This design comes from an exercise in tuning for small area and a short achievable clock period on the open sky130 flow, not from production work. RTL that was checked went through simulation tests only; none was proved equivalent to the original. No activity file was given, so power comes from the tool's default toggle rates.

Design systolic_array, start of the top module:
module systolic_array #(
  parameter int ROW_DIM = 4
) (
  input logic clk, rst,
  input logic en, clear,
  input logic signed [7:0] row0_in, row1_in, row2_in, row3_in,
  input logic signed [7:0] col0_in, col1_in, col2_in, col3_in,
  output logic signed [31:0] mac00, mac01, mac02, mac03,  
  output logic signed [31:0] mac10, mac11, mac12, mac13,
  output logic signed [31:0] mac20, mac21, mac22, mac23,
  output logic signed [31:0] mac30, mac31, mac32, mac33
);
Size in the first run: roughly 6300 cells after synthesis, about 580 I/O pins, roughly 0.062 mm² of cells after synthesis.
clock: 9.0 ns
lec_check: 0
cap_margin: 20
core_margin: 2
core_utilization: 40
setup_slack_margin: 3.5
slew_margin: 20
synth_hierarchical: 1
standard.sh (not shown) runs the stock make flow with config.mk's settings and CLKGATE_MAP_FILE= SYNTH_SCRIPT=/design/flow/synth_recipe.tcl, a recipe that flattens the netlist after the stock synthesis.
==> flow/flow/run.sh <==
#!/bin/bash
# Standard ORFS layout with three changes:
#  - after the standard synthesis, full adders are re-polarised (flow/fapol.py)
#    to drop most of the inverters Yosys leaves between them;
#  - input ports are buffered with buf_4 (flow/pre_place.tcl) and output
#    ports with buf_1, instead of the default buffer cell.
# Each tool's output goes to a log file of its own in this folder.
set -euo pipefail
R=orfs/results/${FLOW_PLATFORM}/systolic_array/base
bash standard.sh synth > synth.log 2>&1
python3 flow/fapol.py $R/1_2_yosys.v $R/1_2_yosys_pol.v > fapol.log 2>&1
cp $R/1_2_yosys.v 1_2_yosys_std.v
mv $R/1_2_yosys_pol.v $R/1_2_yosys.v
rm -f $R/1_synth.odb $R/1_synth.sdc
export PRE_GLOBAL_PLACE_TCL=$PWD/flow/pre_place.tcl
export POST_GLOBAL_PLACE_TCL=$PWD/flow/post_place.tcl
export BUFFER_PORTS_ARGS="-outputs -buffer_cell sky130_fd_sc_hd__buf_1"
bash standard.sh finish > layout.log 2>&1
Other scripts of this flow, unchanged in this note and not shown: flow/flow/fapol.py, flow/flow/post_place.tcl, flow/flow/pre_place.tcl
==> next run, changes <==
--- a/flow/design.v
+++ b/flow/design.v
@@ -81,34 +81,49 @@
   assign s[9] = p[9] ^ G8_8;
   assign s[10] = p[10] ^ G8_9;
   assign s[11] = p[11] ^ G8_10;
   assign s[12] = p[12] ^ G8_11;
   assign s[13] = p[13] ^ G8_12;
   assign s[14] = p[14] ^ G8_13;
   assign s[15] = p[15] ^ G8_14;
   assign co = G8_15;
 endmodule
+module mac_pfx (
+  input  logic [15:0] hi_q,
+  output logic [15:0] ones, zeros
+);
+  always_comb begin
+    for (int i = 0; i < 16; i++) begin
+      ones[i] = &(hi_q | (16'hffff << i));
+      zeros[i] = ~(|(hi_q & ~(16'hffff << i)));
+    end
+  end
+endmodule
+module mac_hi (
+  input  logic [15:0] hi_q,
+  input  logic up_q, dn_q,
+  output logic [15:0] hi
+);
+  logic [15:0] ones, zeros;
+  mac_pfx u_pfx (.hi_q, .ones, .zeros);
+  assign hi = hi_q ^ (({16{up_q}} & ones) | ({16{dn_q}} & zeros));
+endmodule
 module mac (
   input  logic clk,
   input  logic zero,       
   input  logic [7:0] a,    
   input  logic [7:0] b,    
   output logic [31:0] accumulate
 );
   logic [15:0] lo_q, hi_q;
   logic up_q, dn_q;
   logic [15:0] hi_v, lo, hi;
-  always_comb begin
-    for (int i = 0; i < 16; i++) begin
-      hi_v[i] = hi_q[i] ^ ((up_q & (&(hi_q | (16'hffff << i)))) |
-                           (dn_q & ~(|(hi_q & ~(16'hffff << i)))));
-    end
-  end
+  mac_hi u_hi (.hi_q, .up_q, .dn_q, .hi(hi_v));
   assign lo = lo_q & {16{~zero}};
   assign hi = hi_v & {16{~zero}};
   assign accumulate = {hi, lo};
   wire pp1 = a[0] & b[0];
   wire pp2 = a[0] & b[1];
   wire pp3 = a[0] & b[2];
   wire pp4 = a[0] & b[3];
   wire pp5 = a[0] & b[4];
   wire pp6 = a[0] & b[5];
Outcome: The changed run completed without violations. Cell count goes up by 1.7%. Setup slack gets worse by 0.050 ns. Fmax came out lower by 0.91%. Synthesized area rose by 2.9%. Routed wire length is lower by 0.75%. Power climbs by 6.8%.
No functional check of the RTL was part of the second run of this note.

========
Another version of the RTL of systolic_array (not shown whole).
Size in the first run: about 580 I/O pins, ~63000 um2 of cells after synthesis.
// systolic_array
module systolic_array #(
  parameter int ROW_DIM = 4
) (
  input logic clk, rst,
  input logic en, clear,
  input logic signed [7:0] row0_in, row1_in, row2_in, row3_in,
  input logic signed [7:0] col0_in, col1_in, col2_in, col3_in,
  output logic signed [31:0] mac00, mac01, mac02, mac03,  
  output logic signed [31:0] mac10, mac11, mac12, mac13,
  output logic signed [31:0] mac20, mac21, mac22, mac23,
  output logic signed [31:0] mac30, mac31, mac32, mac33
);
  logic [7:0] x1 [4], x2 [4], x3 [4];
  logic [3:1] valid;
  logic [7:0] col_in [4];
  assign col_in[0] = col0_in;
  assign col_in[1] = col1_in;
  assign col_in[2] = col2_in;
  assign col_in[3] = col3_in;
  always_ff @(posedge clk or posedge rst) begin
    if (rst) valid <= '0;
    else if (clear) valid <= '0;
    else if (en) valid <= {valid[2:1], 1'b1};
  end
  always_ff @(posedge clk) begin
    if (en) begin
      for (int c = 0; c < 4; c++) begin
        x1[c] <= col_in[c];
        x2[c] <= x1[c];
        x3[c] <= x2[c];
      end
    end
  end
  logic step;
  assign step = en & ~clear;
  logic signed [7:0] r0, r1, r2, r3;
  assign r0 = row0_in & {8{step}};
  assign r1 = row1_in & {8{step & valid[1]}};
  assign r2 = row2_in & {8{step & valid[2]}};
  assign r3 = row3_in & {8{step & valid[3]}};
  mac u00 (.clk, .rst, .clear, .a(r0), .b(col0_in), .accumulate(mac00));
  mac u01 (.clk, .rst, .clear, .a(r1), .b(x1[0]),   .accumulate(mac01));
  mac u02 (.clk, .rst, .clear, .a(r2), .b(x2[0]),   .accumulate(mac02));
  mac u03 (.clk, .rst, .clear, .a(r3), .b(x3[0]),   .accumulate(mac03));
  mac u10 (.clk, .rst, .clear, .a(r0), .b(col1_in), .accumulate(mac10));
  mac u11 (.clk, .rst, .clear, .a(r1), .b(x1[1]),   .accumulate(mac11));
  mac u12 (.clk, .rst, .clear, .a(r2), .b(x2[1]),   .accumulate(mac12));
  mac u13 (.clk, .rst, .clear, .a(r3), .b(x3[1]),   .accumulate(mac13));
  mac u20 (.clk, .rst, .clear, .a(r0), .b(col2_in), .accumulate(mac20));
  mac u21 (.clk, .rst, .clear, .a(r1), .b(x1[2]),   .accumulate(mac21));
  mac u22 (.clk, .rst, .clear, .a(r2), .b(x2[2]),   .accumulate(mac22));
  mac u23 (.clk, .rst, .clear, .a(r3), .b(x3[2]),   .accumulate(mac23));
  mac u30 (.clk, .rst, .clear, .a(r0), .b(col3_in), .accumulate(mac30));
  mac u31 (.clk, .rst, .clear, .a(r1), .b(x1[3]),   .accumulate(mac31));
  ...
==> flow/config.mk <==
export PLATFORM = sky130hd
export DESIGN_NAME = systolic_array
export DESIGN_NICKNAME = systolic_array
export VERILOG_FILES = /design/flow/design.v
export SDC_FILE = /design/flow/constraint.sdc
export NUM_CORES = 4
export LEC_CHECK = 0
export CAP_MARGIN = 20
export CORE_MARGIN = 2
export CORE_UTILIZATION = 40
export SETUP_SLACK_MARGIN = 3
export SLEW_MARGIN = 20
export SYNTH_HIERARCHICAL = 1
==> flow/constraint.sdc <==
create_clock -name core_clock -period 9.0 [get_ports {clk}]
set_input_delay 1.8000 -clock core_clock [delete_from_list [all_inputs] [get_ports {clk}]]
set_output_delay 1.8000 -clock core_clock [all_outputs]
set_load 0.01 [all_outputs]
run.sh (not shown) runs the stock make flow with config.mk's settings and CLKGATE_MAP_FILE= SYNTH_SCRIPT=/design/flow/synth_recipe.tcl, a recipe that flattens the netlist after the stock synthesis.
Stock flow here: none of the scripts above is used.
The first run completed without violations.
Change:
--- a/flow/design.v
+++ b/flow/design.v
@@ -1,16 +1,16 @@
 module mac (
   input  logic clk, rst,
-  input  logic clear,
+  input  logic en, clear,
   input  logic [7:0] a,    
   input  logic [7:0] b,    
   output logic [31:0] accumulate
 );
   logic [15:0] lo_q, hi_q;
   logic up_q, dn_q;
-  wire [15:0] al = lo_q & {16{~clear}};
+  wire [15:0] al = lo_q;
   wire pp1 = a[0] & b[0];
   wire pp2 = a[0] & b[1];
   wire pp3 = a[0] & b[2];
   wire pp4 = a[0] & b[3];
   wire pp5 = a[0] & b[4];
   wire pp6 = a[0] & b[5];
@@ -285,16 +285,16 @@
     if (rst) begin
       lo_q <= '0;
       hi_q <= '0;
       up_q <= 1'b0;
       dn_q <= 1'b0;
     end else begin
-      lo_q <= lo[15:0];
-      hi_q <= hi & {16{~clear}};
-      up_q <= cnt[1];
-      dn_q <= ~cnt[1] & ~cnt[0];
+      lo_q <= clear ? 16'd0 : en ? lo[15:0] : lo_q;
+      hi_q <= clear ? 16'd0 : hi;
+      up_q <= ~clear & en & cnt[1];
+      dn_q <= ~clear & en & ~cnt[1] & ~cnt[0];
     end
   end
 endmodule
 module systolic_array #(
   parameter int ROW_DIM = 4
 ) (
@@ -325,30 +325,31 @@
         x1[c] <= col_in[c];
         x2[c] <= x1[c];
         x3[c] <= x2[c];
       end
     end
   end
-  logic step;
-  assign step = en & ~clear;
-  logic signed [7:0] r0, r1, r2, r3;
-  assign r0 = row0_in & {8{step}};
-  assign r1 = row1_in & {8{step & valid[1]}};
-  assign r2 = row2_in & {8{step & valid[2]}};
-  assign r3 = row3_in & {8{step & valid[3]}};
-  mac u00 (.clk, .rst, .clear, .a(r0), .b(col0_in), .accumulate(mac00));
-  mac u01 (.clk, .rst, .clear, .a(r1), .b(x1[0]),   .accumulate(mac01));
-  mac u02 (.clk, .rst, .clear, .a(r2), .b(x2[0]),   .accumulate(mac02));
-  mac u03 (.clk, .rst, .clear, .a(r3), .b(x3[0]),   .accumulate(mac03));
-  mac u10 (.clk, .rst, .clear, .a(r0), .b(col1_in), .accumulate(mac10));
-  mac u11 (.clk, .rst, .clear, .a(r1), .b(x1[1]),   .accumulate(mac11));
-  mac u12 (.clk, .rst, .clear, .a(r2), .b(x2[1]),   .accumulate(mac12));
-  mac u13 (.clk, .rst, .clear, .a(r3), .b(x3[1]),   .accumulate(mac13));
-  mac u20 (.clk, .rst, .clear, .a(r0), .b(col2_in), .accumulate(mac20));
-  mac u21 (.clk, .rst, .clear, .a(r1), .b(x1[2]),   .accumulate(mac21));
-  mac u22 (.clk, .rst, .clear, .a(r2), .b(x2[2]),   .accumulate(mac22));
-  mac u23 (.clk, .rst, .clear, .a(r3), .b(x3[2]),   .accumulate(mac23));
-  mac u30 (.clk, .rst, .clear, .a(r0), .b(col3_in), .accumulate(mac30));
-  mac u31 (.clk, .rst, .clear, .a(r1), .b(x1[3]),   .accumulate(mac31));
-  mac u32 (.clk, .rst, .clear, .a(r2), .b(x2[3]),   .accumulate(mac32));
-  mac u33 (.clk, .rst, .clear, .a(r3), .b(x3[3]),   .accumulate(mac33));
+  logic [7:0] b1 [4], b2 [4], b3 [4];
+  always_comb begin
+    for (int c = 0; c < 4; c++) begin
+      b1[c] = x1[c] & {8{valid[1]}};
+      b2[c] = x2[c] & {8{valid[2]}};
+      b3[c] = x3[c] & {8{valid[3]}};
+    end
+  end
+  mac u00 (.clk, .rst, .en, .clear, .a(row0_in), .b(col0_in), .accumulate(mac00));
+  mac u01 (.clk, .rst, .en, .clear, .a(row1_in), .b(b1[0]),   .accumulate(mac01));
+  mac u02 (.clk, .rst, .en, .clear, .a(row2_in), .b(b2[0]),   .accumulate(mac02));
+  mac u03 (.clk, .rst, .en, .clear, .a(row3_in), .b(b3[0]),   .accumulate(mac03));
+  mac u10 (.clk, .rst, .en, .clear, .a(row0_in), .b(col1_in), .accumulate(mac10));
+  mac u11 (.clk, .rst, .en, .clear, .a(row1_in), .b(b1[1]),   .accumulate(mac11));
+  mac u12 (.clk, .rst, .en, .clear, .a(row2_in), .b(b2[1]),   .accumulate(mac12));
+  mac u13 (.clk, .rst, .en, .clear, .a(row3_in), .b(b3[1]),   .accumulate(mac13));
+  mac u20 (.clk, .rst, .en, .clear, .a(row0_in), .b(col2_in), .accumulate(mac20));
+  mac u21 (.clk, .rst, .en, .clear, .a(row1_in), .b(b1[2]),   .accumulate(mac21));
+  mac u22 (.clk, .rst, .en, .clear, .a(row2_in), .b(b2[2]),   .accumulate(mac22));
+  mac u23 (.clk, .rst, .en, .clear, .a(row3_in), .b(b3[2]),   .accumulate(mac23));
+  mac u30 (.clk, .rst, .en, .clear, .a(row0_in), .b(col3_in), .accumulate(mac30));
+  mac u31 (.clk, .rst, .en, .clear, .a(row1_in), .b(b1[3]),   .accumulate(mac31));
+  mac u32 (.clk, .rst, .en, .clear, .a(row2_in), .b(b2[3]),   .accumulate(mac32));
+  mac u33 (.clk, .rst, .en, .clear, .a(row3_in), .b(b3[3]),   .accumulate(mac33));
 endmodule
=>
- The changed run passed the timing, DRC and antenna checks
- final cell count went up by 3.6%
- routed wire length went down by 6.3%
- maximum frequency went up by 1.4%
- design area went up by 0.70%
- core utilization went down by 0.49 points
- total power went up by 9.9%
- synthesized cell count went up by 6.4%
- sequential power went down by about 2%
Function was not checked in any run of this note: the RTL went through the layout flow alone.

[static timing again, ports no longer ideal]
Ports are ideal in the flow. The routed layouts listed here were re-timed in OpenROAD.
Step 1, drivers: a clkbuf_16 drives clk and a buf_2 each remaining input, both assumed.
Step 2, shift: input delay + t, output delay - t, t = (earliest + latest rising clock arrival at the registers) / 2. This alone moves slack from input paths to output paths.
Slacks: ideal ports / drivers / drivers and shift; pairs: ideal ports / drivers.
run | shift t [ns] | setup slack, ns | worst setup path after step 2 | clock arrival spread, ns
the first run of note 1 | 0.786 | 3.618 / 3.365 / 2.580 | input to register | 0.042 / 0.043
the second run of note 1 | 0.779 | 3.568 / 3.405 / 2.626 | input to register | 0.033 / 0.034
the first run of note 2 | 0.776 | 3.087 / 2.962 / 2.187 | input to register | 0.040 / 0.041
the second run of note 2 | 0.759 | 3.171 / 3.209 / 2.450 | input to register | 0.027 / 0.026
After both steps setup and hold are still met in every run listed. For the first run of note 1, which loses most, drivers alone change the setup slack by -0.253 ns; drivers and shift together by -1.038 ns.
